From an optimization exercise on the open Yosys and OpenROAD flow, aimed at small area, a short achievable clock period and few clock cycles; shortcuts taken in it are not production practice.
Function was checked by simulation only, so behaviour that the tests miss may differ from the original.

--- design.v ---
`timescale 1ns / 1ps
module ALU(
    input [9:0] op,
    input [31:0] x, y,
    input [4:0] sa,
    output [31:0] R
    );
    wire sub = op[1] | op[5] | op[6];
    wire [32:0] s = {1'b0, x} + {1'b0, sub ? ~y : y} + {32'b0, sub};
    wire ltu = ~s[32];
    wire lts = (x[31] ^ y[31]) ? x[31] : s[31];
    wire [31:0] shl = y << sa;
    wire [31:0] shr = $signed({op[9] & y[31], y}) >>> sa;
    assign R = ({32{op[0] | op[1]}} & s[31:0])
             | ({32{op[2]}} & (x & y))
             | ({32{op[3]}} & (x | y))
             | ({32{op[4]}} & ~(x | y))
             | {31'b0, (op[5] & lts) | (op[6] & ltu)}
             | ({32{op[7]}} & shl)
             | ({32{op[8] | op[9]}} & shr[31:0]);
endmodule
`timescale 1ns / 1ps
module RegFile(
    input CLK, WE,
    input [4:0] R1, R2, RW,
    input [31:0] Din,
    output [31:0] A, B,
    output [31:0] R2v, R4v, R31v
    );
    reg [31:0] regs[1:31];
    assign A = (R1 == 5'd0) ? 32'b0 : regs[R1];
    assign B = (R2 == 5'd0) ? 32'b0 : regs[R2];
    assign R2v  = regs[2];
    assign R4v  = regs[4];
    assign R31v = regs[31];
    always @(posedge CLK) begin
        if (WE && RW != 5'd0)
            regs[RW] <= Din;
    end
endmodule
`timescale 1ns / 1ps
module cpu(
        input clk,
        input rst,
        output [9:0] imem_addr,
        input [31:0] imem_rdata,
        output [9:0] dmem_addr,
        output [31:0] dmem_wdata,
        output [1:0] dmem_we,
        input [31:0] dmem_rdata,
        output reg [31:0] display_out,
        output reg display_valid,
        output halted
    );
    reg [31:0] pc;       
    reg [31:0] ir;       
    reg        valid;    
    reg        pred;     
    reg [31:0] alt;      
    reg        halt_r;
    assign halted = halt_r;
    wire [5:0] op = ir[31:26];
    wire [5:0] fn = ir[5:0];
    wire [4:0] rs = ir[25:21];
    wire [4:0] rt = ir[20:16];
    wire [4:0] rd = ir[15:11];
    wire rtype  = (op == 6'h00);
    wire e_add  = rtype & ((fn == 6'h20) | (fn == 6'h21));
    wire e_sub  = rtype & ((fn == 6'h22) | (fn == 6'h23));
    wire e_and  = rtype & (fn == 6'h24);
    wire e_or   = rtype & (fn == 6'h25);
    wire e_nor  = rtype & (fn == 6'h27);
    wire e_slt  = rtype & (fn == 6'h2a);
    wire e_sltu = rtype & (fn == 6'h2b);
    wire e_sll  = rtype & (fn == 6'h00);
    wire e_srl  = rtype & (fn == 6'h02);
    wire e_sra  = rtype & (fn == 6'h03);
    wire e_jr   = rtype & (fn == 6'h08);
    wire e_sys  = rtype & (fn == 6'h0c);
    wire e_jal  = (op == 6'h03);
    wire e_beq  = (op == 6'h04);
    wire e_bne  = (op == 6'h05);
    wire e_bgez = (op == 6'h01);
    wire e_addi = (op == 6'h08);
    wire e_addiu= (op == 6'h09);
    wire e_slti = (op == 6'h0a);
    wire e_sltiu= (op == 6'h0b);
    wire e_andi = (op == 6'h0c);
    wire e_ori  = (op == 6'h0d);
    wire e_lw   = (op == 6'h23);
    wire e_sw   = (op == 6'h2b);
    wire e_sh   = (op == 6'h29);
    wire r_alu  = e_add | e_sub | e_and | e_or | e_nor | e_slt | e_sltu | e_sll | e_srl | e_sra;
    wire i_alu  = e_addi | e_addiu | e_slti | e_sltiu | e_andi | e_ori;
    wire zext   = e_addiu | e_sltiu;
    wire [31:0] A, B, R2v, R4v, R31v;
    wire [31:0] wdata;
    wire [4:0]  wr = e_jal ? 5'd31 : rtype ? rd : rt;
    wire        we = valid & (r_alu | i_alu | e_lw | e_jal);
    RegFile RegFile(
        .CLK(clk), .WE(we),
        .R1(rs), .R2(rt), .RW(wr),
        .Din(wdata),
        .A(A), .B(B),
        .R2v(R2v), .R4v(R4v), .R31v(R31v)
    );
    wire [31:0] imm = {{16{ir[15] & ~zext}}, ir[15:0]};
    wire [31:0] y = i_alu ? imm : B;
    wire [9:0] aluop = {e_sra, e_srl, e_sll, e_sltu | e_sltiu, e_slt | e_slti,
                        e_nor, e_or | e_ori, e_and | e_andi, e_sub, e_add | e_addi | e_addiu};
    wire [31:0] R;
    ALU ALU(.op(aluop), .x(A), .y(y), .sa(ir[10:6]), .R(R));
    assign wdata = e_lw ? dmem_rdata : e_jal ? alt : R;
    wire [11:0] ea = A[11:0] + ir[11:0];
    assign dmem_addr  = ea[11:2];
    assign dmem_wdata = B;
    assign dmem_we    = {2{valid & (e_sw | e_sh)}} & {1'b1, ~e_sh};
    wire taken    = (e_beq & (A == B)) | (e_bne & (A != B)) | (e_bgez & ~A[31]);
    wire br_miss  = (e_beq | e_bne | e_bgez) & (taken ^ pred);
    wire jr_miss  = e_jr & (A != pc);
    wire redirect = valid & (br_miss | jr_miss);
    wire [31:0] rtgt = e_jr ? A : alt;
    wire sys      = valid & e_sys;
    wire halt_now = sys & (R2v == 32'd10);
    assign imem_addr = pc[11:2];
    wire [31:0] inst = imem_rdata;
    wire [31:0] pc4  = pc + 32'd4;
    wire [31:0] btgt = pc4 + {{14{inst[15]}}, inst[15:0], 2'b00};
    wire [31:0] jtgt = {pc4[31:28], inst[25:0], 2'b00};
    wire f_j   = (inst[31:27] == 5'b00001);
    wire f_br  = ((inst[31:26] == 6'h04) | (inst[31:26] == 6'h05) | (inst[31:26] == 6'h01)) & inst[15];
    wire f_jr  = (inst[31:26] == 6'h00) & (inst[5:0] == 6'h08);
    wire f_taken = f_j | f_br | f_jr;
    wire [31:0] f_next = f_j ? jtgt : f_br ? btgt : f_jr ? R31v : pc4;
    always @(posedge clk) begin
        if (rst) begin
            pc            <= 32'd0;
            valid         <= 1'b0;
            halt_r        <= 1'b0;
            display_valid <= 1'b0;
        end else begin
            pc            <= redirect ? rtgt : f_next;
            valid         <= ~(redirect | halt_now | halt_r);
            if (halt_now) halt_r <= 1'b1;
            display_valid <= sys;
        end
        if (sys) display_out <= R4v;
        ir   <= inst;
        pred <= f_taken;
        alt  <= f_taken ? pc4 : btgt;
    end
endmodule
--- run.sh ---
#!/bin/bash
# synth_recipe.tcl (not shown) runs the flow's synth.tcl, then flattens the netlist and writes it again
# the make line also repeats each setting of config.mk as NAME=value (left out here)
make -C /OpenROAD-flow-scripts/flow DESIGN_CONFIG=/design/flow/config.mk WORK_HOME=/design/flow/orfs CLKGATE_MAP_FILE= SYNTH_SCRIPT=/design/flow/synth_recipe.tcl finish
--- config.mk ---
export PLATFORM = sky130hd
export DESIGN_NAME = cpu
export DESIGN_NICKNAME = cpu
export VERILOG_FILES = /design/flow/design.v
export SDC_FILE = /design/flow/constraint.sdc
export NUM_CORES = 4
export LEC_CHECK = 0
export CAP_MARGIN = 20
export CORE_MARGIN = 2
export CORE_UTILIZATION = 40
export SLEW_MARGIN = 20
--- constraint.sdc ---
create_clock -name core_clock -period 10.0 [get_ports {clk}]
set_input_delay 2.0000 -clock core_clock [delete_from_list [all_inputs] [get_ports {clk}]]
set_output_delay 2.0000 -clock core_clock [all_outputs]
set_load 0.01 [all_outputs]
==> flow_summary_export.csv <==
group,metric,value,unit
outcome,run_status,"timing/DRC/antenna clean",
floorplan,die_h,399.6,µm
power_and_ir_drop,power.share.sequential,0.433,
critical_path,critical_path.max_stage_delay,1040,ps
route,detailedRoute.firstPassIterationCount,8,
clocking,clock-sinks,1124,
grt,grt_max_degree,113,
timing,timing_worst_slew_pin_value,1225,ps
synthesis,cell_variety_after_synth,99,
power_and_ir_drop,clock_power_share,0.389,
critical_path,worst_setup_path_start_kind,"flop",
synthesis,ys.flop_type,"sky130_fd_sc_hd__edfxtp_1",
timing,achievable-frequency,0.1179,GHz
cells_and_area,most-common-layout-cells,"sky130_fd_sc_hd__edfxtp_1, sky130_fd_sc_hd__mux4_2, sky130_fd_sc_hd__nand2_1",
power_and_ir_drop,switching_share,0.2881,
run,drv_cap,0,
clocking,cts_buffer_depth,3,
synthesis,synth_edf_count,1024,
critical_path,timing.setup.critical_path_class,"reg -> reg",
timing,drv_slew,0,
synthesis,ys_ff_latch,1124,
route,vias,48243,
clocking,htreeDepth,3,
cells_and_area,final.fill_count,13761,
cells_and_area,instances_no_fill,6942,
power_and_ir_drop,irDropWorstVdd,0.0001533,V
timing,rsz_0062_raised_after_global_routing,"false",
timing,setup_total_negative_slack,0,ps
critical_path,cp-end-kind,"flop",
cells_and_area,seqCellArea,32780,µm²
cells_and_area,mostFrequentLayoutCell,"sky130_fd_sc_hd__edfxtp_1",
synthesis,number_of_cells_produced_by_synthesis,4614,
cells_and_area,finalNetCount,4921,
power_and_ir_drop,switching_power_total,3496,µW
timing,finClkSkew,67.50,ps
clocking,post_cts_buffers,0,
place,gp_routability_congestion,1.033,
route,drt_iter0_markers,7336,
clocking,tritoncts,"built",
critical_path,crit_slowest_cell,"sky130_fd_sc_hd__o41ai_1",
synthesis,async_reset_ff_frac,0,
timing,hold_violations,0,
floorplan,std_cell_rows,145,
synthesis,postSynthNetCount,4755,
critical_path,cp_data_required_time,10450,ps
place,dp_cells,6719,
place,io_buffers,153,
route,routedWlPerCell,40.23,µm
min_path,hold_path.class,"reg -> reg",
timing,layout_min_cycle_time,8483,ps
route,avgViaCountPerCell,6.949,
synthesis,ys_warn_count,2,
critical_path,cp_data_arrival_time,8930,ps
place,place.detailed.hpwl,192600,µm
power_and_ir_drop,p_comb_frac,0.178,
synthesis,sequential_fraction_of_the_synthesis_area,0.5233,
power_and_ir_drop,power_leakage,0.02436,µW
power_and_ir_drop,cell_internal_power,8638,µW
clocking,cts.clk_slew.worst_paths,60,ps
grt,gr-usage-all-layers,0.3450,
place,placement.setup.worst_slack,1886,ps
timing,max_transition_margin,0.1831,
cells_and_area,final_layout_size_suffix_gt1_frac,0.2239,
clocking,cts-buffers-inserted,116,
clocking,worstSkewPairLatency,800,ps
floorplan,fp.dieArea,159600,µm²
route,finalWirelength,279300,µm
clocking,cts_repair_resize_count,0,
synthesis,synthesized_area_per_cell,13.56,µm²
grt,grt_first_pass_wirelength,380100,µm
floorplan,ios,154,
power_and_ir_drop,cellPowerDensity,169.9,nW/µm²
grt,grt_overflow,0,
cells_and_area,flow.area_growth_from_synthesis,14.09,%
critical_path,path_cells,"buf_12 -> or3b_1 -> o22ai_1 -> o21ai_0 -> a22oi_1 -> and2_1 -> nand2_1 -> o21ai_0 -> xnor2_1 -> ha_1 -> o21ai_0 -> nand2b_1 -> and3_1 -> o41a_1 -> o21ai_0 -> a21oi_1 -> nor3_1 -> o41ai_1 -> nand4_1 -> o211ai_1 -> a221oi_1 -> o32a_1 -> buf_4",
floorplan,core,155800,µm²
timing,timing.final.setup_violations,0,
critical_path,worst_path_most_repeated_cell,"sky130_fd_sc_hd__o21ai_0",
floorplan,die_w,399.6,µm
power_and_ir_drop,design_power_total,12130,µW
synthesis,combined_area_of_all_synthesized_cells,62580,µm²
timing,timing.final.ws_setup,1517,ps
route,drc,0,
route,ant_nets,0,
grt,via_count_of_the_first_global_routing_pass,45776,
critical_path,crit_path_max_fanout,35,
timing,post_route_fraction_of_the_period_consumed_by_the_critical_path,0.8483,
clocking,clock-root-buffer,"sky130_fd_sc_hd__clkbuf_16",
cells_and_area,multi_input_area,28180,µm²
floorplan,initial_utilization,0.4016,
clocking,cts_hold_buf,0,
grt,grt_antenna_before_repair,19,
[final timing paths]
kind	from	to	slack, ps	depth (start not counted)
setup / recovery	ir[16]	RegFile.regs[29][0]	1520	23
hold / removal	pc[0]	alt[0]	400	0
setup reg to reg	ir[16]	RegFile.regs[29][0]	1520	23
hold reg to reg	pc[0]	alt[0]	400	0
[cell usage after synthesis, types with 29 or more instances]
master,instances,area [µm²]
sky130_fd_sc_hd__nor2_1,269,1010
sky130_fd_sc_hd__a21o_1,74,555.5
sky130_fd_sc_hd__clkbuf_1,164,615.6
sky130_fd_sc_hd__nand2b_1,43,269.0
sky130_fd_sc_hd__o22ai_1,33,206.5
sky130_fd_sc_hd__a211oi_1,54,405.4
sky130_fd_sc_hd__nor3_1,51,255.2
sky130_fd_sc_hd__mux4_2,413,9301
sky130_fd_sc_hd__edfxtp_1,1024,30750
sky130_fd_sc_hd__o211ai_1,76,570.6
sky130_fd_sc_hd__nand3_1,62,310.3
sky130_fd_sc_hd__dfxtp_1,100,2002
sky130_fd_sc_hd__nor2b_1,29,181.4
sky130_fd_sc_hd__buf_6,43,484.2
sky130_fd_sc_hd__buf_2,63,315.3
sky130_fd_sc_hd__nand2_1,313,1175
sky130_fd_sc_hd__inv_1,62,232.7
sky130_fd_sc_hd__ha_1,73,913.4
sky130_fd_sc_hd__buf_4,44,330.3
sky130_fd_sc_hd__a22oi_1,60,450.4
sky130_fd_sc_hd__a21oi_1,247,1236
sky130_fd_sc_hd__mux2_2,105,1182
sky130_fd_sc_hd__xnor2_1,116,1016
sky130_fd_sc_hd__o221ai_1,50,437.9
sky130_fd_sc_hd__o21ai_0,178,890.9
sky130_fd_sc_hd__mux2i_1,252,2522
sky130_fd_sc_hd__a221oi_1,78,683.2
sky130_fd_sc_hd__xor2_1,58,508.0
[worst max-delay path, delay by kind of cell (launching register included)]
kind / cells / cell delay [ps]
compound gates: 12 / 4130
buf+inv: 2 / 550
xor+xnor: 1 / 190
fa+ha+maj: 1 / 380
simple gates: 7 / 1990
flops: 1 / 850
[cell families after synthesis]
logic type	synth area share
flip-flops	0.5233
AO/OA/AOI/OAI	0.1224
AND/OR/NAND/NOR	0.07065
multiplexers	0.2099
buffers and inverters	0.03423
XOR/XNOR	0.02435
adder cells (fa/ha/maj)	0.01523
[sequential cells by signal (all words and copies together) (netlist names)]
name           flops
display_out       32
display_valid      1
valid              1
pc                32
RegFile.regs     992
pred               1
alt               32
halt_r             1
ir                32
[power groups by stage]
stage	sequential (µW)	clock, µW	combinational [µW]
after global routing	5250	4910	2210
after detailed placement	5350	0	2080
after CTS	5250	4740	2090
after global placement	5350	0	2090
final	5260	4720	2160
after floorplan	5290	0	1220
[per-stage QoR]
stage                     instance area [µm²]  hold WS [ps]  utilization
final                                   71400         401.6       0.4582
after global routing                    71400         394.3       0.4581
after CTS                               71360         392.2       0.4579
after detailed placement                67250         376.0       0.4315
after global placement                  67240         377.3       0.4315
after floorplan                         62580         363.0            -
[routing by layer]
layer	wire [µm]	track usage
met5	120	0
met4	23000	0.2359
met3	33850	0.08173
met2	119700	0.5048
met1	102700	0.4544
[cell type report]
type / instances / share of cell area
antenna: 2 / 0.00007009
multi-input combinational: 3082 / 0.3947
sequential: 1124 / 0.4591
tap: 2058 / 0.03606
inverter: 66 / 0.003470
clock buffer: 131 / 0.04144
clock inverter: 89 / 0.01623
timing repair buffer: 390 / 0.04892
Testbench counts, summed over its fixed seeds: cycles 78,813.

[afterwards: timing with drivers on the ports]
How much do the figures lean on ideal ports? The routed layout below was timed once more, with nothing changed but the port constraints. Step 1, drivers: a clkbuf_16 drives clk and a buf_2 each remaining input, both assumed. Step 2 also shifts input and output timing later by t, the mid clock arrival at the registers, as if the neighbouring blocks saw the same clock. a / b / c = ideal / step 1 / step 2; a / b = the first two.
shift t [ns]: 0.845
setup WS [ns]: 1.517 / 1.482 / 1.517
hold WS [ns]: 0.402 / 0.402 / 0.402
worst setup path after step 2: register to register
worst register clock-pin slew, ns: 0.07 / 0.07
After both steps this run still meets setup and hold. The setup slack of this run moves by -0.035 ns with the drivers and by 0.000 ns with both steps.
